Source: an optimization exercise on an open RTL-to-GDS flow (aim: small area). Production flows keep margins and buffers that such runs may drop.
Function was checked by simulation only, so behaviour that the tests miss may differ from the original.
Power is estimated from default activity; no workload was simulated.

### design/flow/design.v
`timescale 1ps/1ps
module lcd114_test(
	input clk,  
	input resetn,
	output lcd_resetn,
	output lcd_cs,
	output lcd_rs,
	output lcd_data
);
localparam MAX_CMDS = 69;
wire [8:0] init_cmd[MAX_CMDS:0];
assign init_cmd[ 0] = 9'h036;
assign init_cmd[ 1] = 9'h170;
assign init_cmd[ 2] = 9'h03A;
assign init_cmd[ 3] = 9'h105;
assign init_cmd[ 4] = 9'h0B2;
assign init_cmd[ 5] = 9'h10C;
assign init_cmd[ 6] = 9'h10C;
assign init_cmd[ 7] = 9'h100;
assign init_cmd[ 8] = 9'h133;
assign init_cmd[ 9] = 9'h133;
assign init_cmd[10] = 9'h0B7;
assign init_cmd[11] = 9'h135;
assign init_cmd[12] = 9'h0BB;
assign init_cmd[13] = 9'h119;
assign init_cmd[14] = 9'h0C0;
assign init_cmd[15] = 9'h12C;
assign init_cmd[16] = 9'h0C2;
assign init_cmd[17] = 9'h101;
assign init_cmd[18] = 9'h0C3;
assign init_cmd[19] = 9'h112;
assign init_cmd[20] = 9'h0C4;
assign init_cmd[21] = 9'h120;
assign init_cmd[22] = 9'h0C6;
assign init_cmd[23] = 9'h10F;
assign init_cmd[24] = 9'h0D0;
assign init_cmd[25] = 9'h1A4;
assign init_cmd[26] = 9'h1A1;
assign init_cmd[27] = 9'h0E0;
assign init_cmd[28] = 9'h1D0;
assign init_cmd[29] = 9'h104;
assign init_cmd[30] = 9'h10D;
assign init_cmd[31] = 9'h111;
assign init_cmd[32] = 9'h113;
assign init_cmd[33] = 9'h12B;
assign init_cmd[34] = 9'h13F;
assign init_cmd[35] = 9'h154;
assign init_cmd[36] = 9'h14C;
assign init_cmd[37] = 9'h118;
assign init_cmd[38] = 9'h10D;
assign init_cmd[39] = 9'h10B;
assign init_cmd[40] = 9'h11F;
assign init_cmd[41] = 9'h123;
assign init_cmd[42] = 9'h0E1;
assign init_cmd[43] = 9'h1D0;
assign init_cmd[44] = 9'h104;
assign init_cmd[45] = 9'h10C;
assign init_cmd[46] = 9'h111;
assign init_cmd[47] = 9'h113;
assign init_cmd[48] = 9'h12C;
assign init_cmd[49] = 9'h13F;
assign init_cmd[50] = 9'h144;
assign init_cmd[51] = 9'h151;
assign init_cmd[52] = 9'h12F;
assign init_cmd[53] = 9'h11F;
assign init_cmd[54] = 9'h11F;
assign init_cmd[55] = 9'h120;
assign init_cmd[56] = 9'h123;
assign init_cmd[57] = 9'h021;
assign init_cmd[58] = 9'h029;
assign init_cmd[59] = 9'h02A;  
assign init_cmd[60] = 9'h100;
assign init_cmd[61] = 9'h128;
assign init_cmd[62] = 9'h101;
assign init_cmd[63] = 9'h117;
assign init_cmd[64] = 9'h02B;  
assign init_cmd[65] = 9'h100;
assign init_cmd[66] = 9'h135;
assign init_cmd[67] = 9'h100;
assign init_cmd[68] = 9'h1BB;
assign init_cmd[69] = 9'h02C;  
localparam INIT_RESET   = 4'b0000;  
localparam INIT_PREPARE = 4'b0001;  
localparam INIT_WAKEUP  = 4'b0010;  
localparam INIT_SNOOZE  = 4'b0011;  
localparam INIT_WORKING = 4'b0100;  
localparam INIT_DONE    = 4'b0101;  
localparam CNT_100MS = 32'd27;
localparam CNT_120MS = 32'd32;
localparam CNT_200MS = 32'd54;
reg [ 3:0] init_state;
reg [ 6:0] cmd_index;
reg [31:0] clk_cnt;
reg [ 4:0] bit_loop;
reg [15:0] pixel_cnt;
reg lcd_cs_r;
reg lcd_rs_r;
reg lcd_reset_r;
reg [7:0] spi_data;
assign lcd_resetn = lcd_reset_r;
assign lcd_cs     = lcd_cs_r;
assign lcd_rs     = lcd_rs_r;
assign lcd_data   = spi_data[7];  
localparam integer SCALE = 6;
wire [8:0] pixel_x = pixel_cnt % 240;
wire [8:0] pixel_y = pixel_cnt / 240;
localparam ORIGIN_X = 80;
localparam ORIGIN_Y = 80;
wire [9:0] rel_x = pixel_x - ORIGIN_X;
wire [9:0] rel_y = pixel_y - ORIGIN_Y;
wire [2:0] font_col = rel_x / SCALE;
wire [2:0] font_row = rel_y / SCALE;
wire draw_area = (rel_x < 8 * SCALE) && (rel_y < 8 * SCALE);
reg [7:0] font_A_row;
always @(*) begin
    case (font_row)
    3'd0: font_A_row = 8'b00011000;
    3'd1: font_A_row = 8'b00100100;
    3'd2: font_A_row = 8'b01000010;
    3'd3: font_A_row = 8'b01111110;
    3'd4: font_A_row = 8'b01000010;
    3'd5: font_A_row = 8'b01000010;
    3'd6: font_A_row = 8'b01000010;
    default: font_A_row = 8'b00000000;
    endcase
end
wire font_pixel_on = font_A_row[7 - font_col];
wire [15:0] pixel = (draw_area && font_pixel_on) ? 16'h001F : 16'hFFFF;
always@(posedge clk or negedge resetn) begin
	if (~resetn) begin
		clk_cnt <= 0;
		cmd_index <= 0;
		init_state <= INIT_RESET;
		lcd_cs_r <= 1;
		lcd_rs_r <= 1;
		lcd_reset_r <= 0;
		spi_data <= 8'hFF;
		bit_loop <= 0;
		pixel_cnt <= 0;
	end else begin
		case (init_state)
			INIT_RESET : begin
				if (clk_cnt == CNT_100MS) begin
					clk_cnt <= 0;
					init_state <= INIT_PREPARE;
					lcd_reset_r <= 1;
				end else begin
					clk_cnt <= clk_cnt + 1;
				end
			end
			INIT_PREPARE : begin
				if (clk_cnt == CNT_200MS) begin
					clk_cnt <= 0;
					init_state <= INIT_WAKEUP;
				end else begin
					clk_cnt <= clk_cnt + 1;
				end
			end
			INIT_WAKEUP : begin
				if (bit_loop == 0) begin
					lcd_cs_r <= 0;
					lcd_rs_r <= 0;
					spi_data <= 8'h11;  
					bit_loop <= bit_loop + 1;
				end else if (bit_loop == 8) begin
					lcd_cs_r <= 1;
					lcd_rs_r <= 1;
					bit_loop <= 0;
					init_state <= INIT_SNOOZE;
				end else begin
					spi_data <= { spi_data[6:0], 1'b1 };
					bit_loop <= bit_loop + 1;
				end
			end
			INIT_SNOOZE : begin
				if (clk_cnt == CNT_120MS) begin
					clk_cnt <= 0;
					init_state <= INIT_WORKING;
				end else begin
					clk_cnt <= clk_cnt + 1;
				end
			end
			INIT_WORKING : begin
				if (cmd_index == MAX_CMDS + 1) begin
					init_state <= INIT_DONE;
				end else begin
					if (bit_loop == 0) begin
						lcd_cs_r <= 0;
						lcd_rs_r <= init_cmd[cmd_index][8];
						spi_data <= init_cmd[cmd_index][7:0];
						bit_loop <= bit_loop + 1;
					end else if (bit_loop == 8) begin
						lcd_cs_r <= 1;
						lcd_rs_r <= 1;
						bit_loop <= 0;
						cmd_index <= cmd_index + 1;  
					end else begin
						spi_data <= { spi_data[6:0], 1'b1 };
						bit_loop <= bit_loop + 1;
					end
				end
			end
			INIT_DONE : begin
				if (pixel_cnt == 32400) begin
					;  
				end else begin
					if (bit_loop == 0) begin
						lcd_cs_r <= 0;
						lcd_rs_r <= 1;
						spi_data <= pixel[15:8];
						bit_loop <= bit_loop + 1;
					end else if (bit_loop == 8) begin
						spi_data <= pixel[7:0];
						bit_loop <= bit_loop + 1;
					end else if (bit_loop == 16) begin
						lcd_cs_r <= 1;
						lcd_rs_r <= 1;
						bit_loop <= 0;
						pixel_cnt <= pixel_cnt + 1;  
					end else begin
						spi_data <= { spi_data[6:0], 1'b1 };
						bit_loop <= bit_loop + 1;
					end
				end
			end
		endcase
	end
end
endmodule
### design/flow/run.sh
#!/bin/bash
# synth_recipe.tcl (not shown) runs the flow's synth.tcl, then flattens the netlist and writes it again
# the make line also repeats each setting of config.mk as NAME=value (left out here)
make -C /OpenROAD-flow-scripts/flow DESIGN_CONFIG=/design/flow/config.mk WORK_HOME=/design/flow/orfs CLKGATE_MAP_FILE= SYNTH_SCRIPT=/design/flow/synth_recipe.tcl finish
### design/flow/config.mk
export PLATFORM = sky130hd
export DESIGN_NAME = lcd114_test
export DESIGN_NICKNAME = lcd114_test
export VERILOG_FILES = /design/flow/design.v
export SDC_FILE = /design/flow/constraint.sdc
export NUM_CORES = 4
export LEC_CHECK = 0
export CAP_MARGIN = 20
export CORE_MARGIN = 2
export CORE_UTILIZATION = 40
export SLEW_MARGIN = 20
### design/flow/constraint.sdc
create_clock -name core_clock -period 11.0 [get_ports {clk}]
set_input_delay 2.2000 -clock core_clock [delete_from_list [all_inputs] [get_ports {clk}]]
set_output_delay 2.2000 -clock core_clock [all_outputs]
set_load 0.01 [all_outputs]
==> run summary <==
kinds of logic after synthesis:
group / after synthesis
AO/OA/AOI/OAI: 364
XOR/XNOR: 65
adder cells (fa/ha/maj): 22
buffers and inverters: 110
flip-flops: 74
multiplexers: 17
AND/OR/NAND/NOR: 514
power breakdown:
group / switching (mW) / internal, mW
Combinational: 0.00514 / 0.000209
Clock: 0.116 / 0.183
Sequential: 0 / 0.272
what timing repair did:
action                     in CTS  in global routing
hold endpoints to repair        0                  0
setup endpoints to repair       0                  8
gates resized for setup         0                  3
setup buffers                   0                  2
layout make-up:
type / count / area [sq um]
Clock buffer: 11 / 243
Inverter: 36 / 135
Timing Repair Buffer: 18 / 145
Clock inverter: 5 / 63.8
Sequential cell: 74 / 1870
Tap cell: 275 / 344
Fill cell: 2170 / 12000
Multi-Input combinational cell: 982 / 6290
synthesized netlist by cell type, drive strengths merged (22+ instances only):
cell    number
nor2       124
nand2      121
a21oi       74
o21ai       71
dfrtp       64
nand3       56
xnor2       53
clkbuf      48
nor3        47
inv         33
buf         26
nand4       26
and3        22
ha          22
nor4        22
per-stage QoR:
stage	std cells	setup WS [ps]	hold slack [ps]	power [mW]	area [sq um]
3_5_place_dp	1383	816	451	0.283	8750
5_1_grt	1401	29.1	485	0.597	9080
3_3_place_gp	1383	1020	453	0.283	8750
4_1_cts	1399	716	471	0.586	9060
2_1_floorplan	1166	2470	447	0.277	8600
6_report	1401	742	468	0.576	9080
registers in the layout, summed over array words and instances (netlist names):
signal	flops
pixel_cnt	16
cmd_index	7
init_state	3
bit_loop	5
lcd_cs_r	1
spi_data	8
lcd_rs_r	1
clk_cnt	32
lcd_reset_r	1
worst max-delay path, delay by kind of cell (launching register included):
family | cells | cell delay (ps)
fa+ha+maj | 3 | 1050
flops | 1 | 680
buf+inv | 2 | 490
simple gates | 16 | 3210
mux | 2 | 530
compound gates | 12 | 4050
xor+xnor | 1 | 130
final timing paths:
path,cells past startpoint,from,endpoint
max,36,pixel_cnt[12],spi_data[5]
min,1,lcd_reset_r,lcd_reset_r
max reg2reg,36,pixel_cnt[12],spi_data[5]
min reg2reg,1,lcd_reset_r,lcd_reset_r
max in group asynchronous,1,resetn,pixel_cnt[14]
min in group asynchronous,1,resetn,pixel_cnt[13]
metal layers:
layer  track usage [%]  vias to the layer above  share of wire, %
li1                  -                     4276                 -
met1              31.6                     4101                49
met2              31.5                      329                43
met3              2.61                       40               6.1
met4              6.50                        0               1.9
met5                 0                        -                 0
==> summary.md <==
The logs give 1 for the total of warnings raised by yosys and 1,190 for the synthesized net count. For this run, design rule violations remaining after detail routing come to 0. The count of final hold-check violations is 0, and the share of the core filled with cells in the final layout is 43.1%. After detailed routing, the number of vias per cell comes to 6.24. In the final timing run, aggregate negative setup slack is 0 ps. Once the floorplan was initialized, standard cells occupied 40.8% of the core. The clock passes through at most 2 buffers.

Clock tree synthesis found a total of 74 sinks. The tools report the final HPWL from detailed placement as 17,300 um. The endpoint type of the worst setup path was a flip-flop. The critical path required time was 11,240 ps. The total power per unit cell area was 63.5 mW/mm^2. The run gives 0 as the total overflow reported by the global router.

The first global-routing pass estimated 39,600 um of wire. The cell that appears most often on the critical path is nor2_1. The final critical-path share of the clock period was 93.3%. Setup repair after global routing left no endpoint under its margin.

The largest single stage delay on the critical path is 680 ps. Once detail routing completed, the nets flagged for antenna violations numbered 0. The via count of the first global-routing pass came out at 7,775.

Compared with the post-synthesis result, the final layout area differs by 5.66%. VDD sags by at most 66.0 uV. After clock tree synthesis, the clock-pin slew on the worst setup and hold paths is 60 ps.

The final layout contains 1,145 nets. Measured against its own limit, the worst slew margin works out to 35.5%. The first-pass iteration count of the detailed router was 5; the core region area was 0.0211 sq mm. The routed length per placed instance is 17.0 um, and the final critical path time including I/O delays and setup is 10,260 ps. Max-cap violations in this run came to 0. Summed over all instances, the cell type with the most area after synthesis is dfrtp_1.

The post-synthesis compound-gate area fraction came out at 30.8%. The worst min-delay path class is flip-flop to flip-flop. The flow ran to the end and the layout has no timing, DRC or antenna violations. By area the synthesized netlist is led by dfrtp_1 19%, nor2_1 5.4%, xnor2_1 5.3%. The run gives 0 as the number of antenna violations at the first check in global routing. Data arrives at the worst endpoint at 10,500 ps.

After synthesis, the largest family of logic cells by area is compound AO/OA/AOI/OAI gates. The cell area that synthesis handed to floorplanning was 0.00860 sq mm. Critical path launch point type: a flip-flop.

The insertion delay to the later sink of the worst-skew pair was 340 ps; the area fraction of the dominant cell type after synthesis was 18.6%. Summing the areas of all fa, ha and maj instances in the mapped netlist gives 3.20% of the synthesized area. The repair_antennas step left the layout with diodes totalling 0. The mux contribution to synthesized area was 2.10%. Buffers inserted during clock tree synthesis total 9. The logs give 102 for the unique cell type count in the Yosys netlist and 21.7% for the proportion of synthesized chip area in sequential cells. The reg-to-reg setup timing slack was 740 ps; the maximum number of pins on one net before global-route repair was 75. The number of port buffers was 5. The biggest fanout along the worst timing path was 20; the fmax was 97.5 MHz.

The register bit count reported by yosys was 74. The routed design has 23,800 um of wire. The leading cell type in the layout, fill and taps excluded was nor2_1. Summed over all cells, the static leakage comes to 3.48 nW.

The floorplan step set the die height to 151 um. Clock tree root buffer cell: clkbuf_16. Worst-margin pin slew: 958 ps. The top cell types in the final layout, fill and taps aside, are 123 x nor2_1, 120 x nand2_1, 70 x a21oi_1, 63 x dfrtp_1, 57 x o21ai_0. Of the total synthesized cell area, the portion taken by XOR and XNOR cells is 6.71%. The congestion estimate from routability-driven global placement came to 0.938. The number of enable flip-flop cells after synthesis is 0, and the count of hold-fix buffers inserted at cts is 0.

The floorplan has 53 rows. Summing the areas of all and, or, nand and nor instances in the mapped netlist gives 30.3% of the synthesized area. Among all stages on the critical path, the largest delay is contributed by dfrtp_1. The average footprint of a synthesized cell came out at 7.37 sq um. The count of pins over their slew limit was 0; the total I/O pin count was 6. The most used flip-flop cell after synthesis was dfrtp_1.

The number of H-tree levels was 3. Synthesis produced 1,166 cells. Counting flops with an async set or reset pin after synthesis yields a share of 100%. The die is 151 um wide. Of the cells placed in the final design, the portion with a size suffix greater than 1 is 8.70%. The critical path is of the flip-flop to flip-flop type. The number of setup violations in the final report is 0, and the all-layer global routing usage is 21.1%.

Summing over every cut layer, the via total after detailed routing is 8,746. Area enclosed by the die boundary: 0.0227 sq mm. For this block, the initial DRC count from the detailed router was 946.

TritonCTS built the clock tree. Between clock sinks in the finished design, the worst skew comes to 7.40 ps.

-- afterwards: timing with drivers on the ports --
In the flow no input, the clock included, has a driving cell. The finished layout below was timed again as built, in two steps. Step 1, drivers: a clkbuf_16 drives clk and a buf_2 each remaining input, both assumed. Step 2 adds t to the input delays and takes it off the output delays; t is the mean of the earliest and latest rising clock arrival at the registers after step 1. Input paths then give back, and output paths get back, about the clock's delay inside the block. a / b / c = no drivers / after step 1 / after step 2; a / b = the first two.
t, ns: 0.380
setup WS [ns]: 0.742 / 0.742 / 0.742
hold slack, ns: 0.468 / 0.468 / 0.468
worst setup path after step 2: register to register
worst register clock-pin slew, ns: 0.06 / 0.06
After both steps this run still meets setup and hold. The setup slack of this run moves by 0.000 ns with the drivers and by 0.000 ns with both steps.
